What follows belongs to an exercise in optimizing a design on an open flow for small area, a short achievable clock period and few clock cycles; a production flow would make more cautious choices.
Where RTL was checked, it was by simulation tests only, not by an equivalence proof against the original.
Power and IR drop assume default switching activity.

==> inputs of exp/indigo <==
## top
module top(clk, rst, start, x, y, z, mem_rdata, mem_addr, mem_wdata, mem_wen, done);
==> flow/config.mk <==
export PLATFORM = sky130hd
export DESIGN_NAME = top
export DESIGN_NICKNAME = top
export VERILOG_FILES = /design/flow/design.v
export SDC_FILE = /design/flow/constraint.sdc
export NUM_CORES = 4
export LEC_CHECK = 0
export CAP_MARGIN = 20
export CORE_MARGIN = 2
export CORE_UTILIZATION = 40
export CTS_CLUSTER_DIAMETER = 70
export CTS_CLUSTER_SIZE = 30
export SLEW_MARGIN = 50
export SYNTH_HIERARCHICAL = 1
==> flow/constraint.sdc <==
create_clock -name core_clock -period 10.0 [get_ports {clk}]
set_input_delay 2.0000 -clock core_clock [delete_from_list [all_inputs] [get_ports {clk}]]
set_output_delay 2.0000 -clock core_clock [all_outputs]
set_load 0.01 [all_outputs]
standard.sh (not shown) runs the stock make flow with config.mk's settings and CLKGATE_MAP_FILE= SYNTH_SCRIPT=/design/flow/synth_recipe.tcl, a recipe that flattens the netlist after the stock synthesis.
==> flow/flow/run.sh <==
#!/bin/bash
set -euo pipefail
export BUFFER_PORTS_ARGS="-buffer_cell sky130_fd_sc_hd__buf_4"
bash standard.sh > standard.log 2>&1
==> exp/ember: changes against exp/indigo <==
--- a/flow/design.v
+++ b/flow/design.v
@@ -51,37 +51,38 @@
 reg [8:0] iaddr, faddr, waddr;
 reg [7:0] wcnt;      
 reg lastw;
 wire idle = !running && !lastw;
 wire st = idle && start;    
 wire s_end = (s == 5'd16);
 wire fill_end = (fc == 4'd13);
-wire nfill = st || (fill && !fill_end);
-wire [3:0] nfc = st ? 4'd0 : fc + 4'd1;
+wire rfill = fill && !fill_end;
+wire [3:0] rfc = fc + 4'd1;
 wire [4:0] ns = (fill || s_end) ? 5'd0 : s + 5'd1;
 wire [4:0] nrho = fill ? 5'd3 : (s_end ? rho + 5'd1 : rho);
-wire act = st || running;
-reg fast, ld_now, ld_next, fl_next;
+reg fast, fast1, fast2, ld_now, ld_next, fl_next;
 reg [3:0] fle;       
 always @(posedge clk) begin
   if (rst) begin
-    fast <= 1'b0; ld_now <= 1'b0; ld_next <= 1'b0; fl_next <= 1'b0; fle <= 4'd0;
+    fast <= 1'b0; fast1 <= 1'b0; fast2 <= 1'b0; ld_now <= 1'b0; ld_next <= 1'b0; fl_next <= 1'b0; fle <= 4'd0;
   end else begin
-    fast    <= act && nfill && nfc != 4'd4 && nfc != 4'd9;
-    ld_now  <= act && !nfill && nrho <= 5'd15 &&
+    fast    <= st || (running && rfill && rfc != 4'd4 && rfc != 4'd9);
+    fast1   <= running && rfill && rfc != 4'd4 && rfc != 4'd9 && rfc >= 4'd5;
+    fast2   <= running && rfill && rfc != 4'd9 && rfc >= 4'd10;
+    ld_now  <= running && !rfill && nrho <= 5'd15 &&
                (ns == 5'd0 || ns == 5'd4 || ns == 5'd8 || ns == 5'd12);
-    ld_next <= act && (nfill ? (nfc != 4'd3 && nfc != 4'd8) :
+    ld_next <= st || (running && (rfill ? (rfc != 4'd3 && rfc != 4'd8) :
                ((ns == 5'd16 && nrho <= 5'd14) ||
-                ((ns == 5'd3 || ns == 5'd7 || ns == 5'd11) && nrho <= 5'd15)));
-    fl_next <= act && (nfill ? (nfc == 4'd3 || nfc == 4'd8) :
+                ((ns == 5'd3 || ns == 5'd7 || ns == 5'd11) && nrho <= 5'd15))));
+    fl_next <= running && (rfill ? (rfc == 4'd3 || rfc == 4'd8) :
                (nrho == 5'd3 && (ns == 5'd0 || ns == 5'd1)));
-    fle[0]  <= act && nfill && nfc == 4'd4;
-    fle[1]  <= act && nfill && nfc == 4'd9;
-    fle[2]  <= act && !nfill && nrho == 5'd3 && ns == 5'd1;
-    fle[3]  <= act && !nfill && nrho == 5'd3 && ns == 5'd2;
+    fle[0]  <= running && rfill && rfc == 4'd4;
+    fle[1]  <= running && rfill && rfc == 4'd9;
+    fle[2]  <= running && !rfill && nrho == 5'd3 && ns == 5'd1;
+    fle[3]  <= running && !rfill && nrho == 5'd3 && ns == 5'd2;
   end
 end
 wire win_v = running && !fill &&
              (((s >= 5'd5) && rho >= 5'd3 && rho <= 5'd15) ||
               ((s == 5'd0) && rho >= 5'd4 && rho <= 5'd16));
 reg [31:0] P;
 reg [7:0] C [0:54];
@@ -89,19 +90,21 @@
 always @(posedge clk) begin
   P <= ld_now ? mem_rdata : {P[23:0], 8'h00};
   if (fast) begin
     C[0] <= mem_rdata[7:0];
     C[1] <= mem_rdata[15:8];
     C[2] <= mem_rdata[23:16];
     C[3] <= mem_rdata[31:24];
-    for (n = 4; n < 51; n = n + 1) C[n] <= C[n-4];
+    for (n = 4; n < 17; n = n + 1) C[n] <= C[n-4];
   end else begin
     C[0] <= P[31:24];
-    for (n = 1; n < 51; n = n + 1) C[n] <= C[n-1];
+    for (n = 1; n < 17; n = n + 1) C[n] <= C[n-1];
   end
+  for (n = 17; n < 34; n = n + 1) C[n] <= fast1 ? C[n-4] : C[n-1];
+  for (n = 34; n < 51; n = n + 1) C[n] <= fast2 ? C[n-4] : C[n-1];
   for (n = 51; n < 55; n = n + 1) C[n] <= C[n-1];
 end
 reg [31:0] F [0:3];
 always @(posedge clk) begin
   if (fle[0]) F[0] <= mem_rdata;
   if (fle[1]) F[1] <= mem_rdata;
   if (fle[2]) F[2] <= mem_rdata;
@@ -5499,15 +5502,15 @@
     end
     cnt <= cnt + {2'd0, push} - {2'd0, wr_next};
     if (push) wp <= wp + 2'd1;
     if (wr_next) rp <= rp + 2'd1;
   end
 end
 always @(posedge clk) begin
-  fill <= nfill; fc <= nfc; s <= ns; rho <= nrho;
+  fill <= st || rfill; fc <= st ? 4'd0 : rfc; s <= ns; rho <= nrho;
   if (st) wcnt <= 8'd0;
   else if (wr_next) wcnt <= wcnt + 8'd1;
   if (ld_next) iaddr <= iaddr + 9'd4;
   else if (idle) iaddr <= x;
   if (idle) faddr <= y;
   else if (fl_next) faddr <= faddr + 9'd4;
   if (idle) waddr <= z;
Settings changed: SLEW_MARGIN 50 to 20.
==> notes <==
- In combinational power, exp/indigo and exp/ember hardly differ.
- Final cell count: exp/ember is higher than exp/indigo (about 0.8%).
- In via count, exp/indigo and exp/ember hardly differ.
- Against exp/ember, the critical path depth of exp/indigo is higher by 1.
Testbench counts of exp/ember, summed over its fixed seeds: cycles 5,808.
Only the layout flow was run in exp/indigo; the RTL was not checked for function there.

port drivers added, routing unchanged:
No port has a modelled driver above. Below, the same layouts with a new extraction and two added sets of constraints.
Step 1, drivers: a clkbuf_16 drives clk and a buf_2 each remaining input, both assumed.
Step 2 times the ports against the registers' clock, not the clock port: input delays grow and output delays shrink by t, the midpoint of the rising clock arrivals with the driver on.
a / b / c = no drivers / after step 1 / after step 2; a / b = the first two.
run	t, ns	setup WS [ns]	worst data-port slew with drivers (ns)	pins driven straight from the clock port
exp/indigo	0.778	6.521 / 6.521 / 6.521	0.06	1
exp/ember	0.748	6.604 / 6.604 / 6.558	0.05	1
After both steps every run listed still meets setup and hold. The setup slack of exp/ember, which loses most, moves by 0.000 ns with the drivers and by -0.046 ns with both steps.
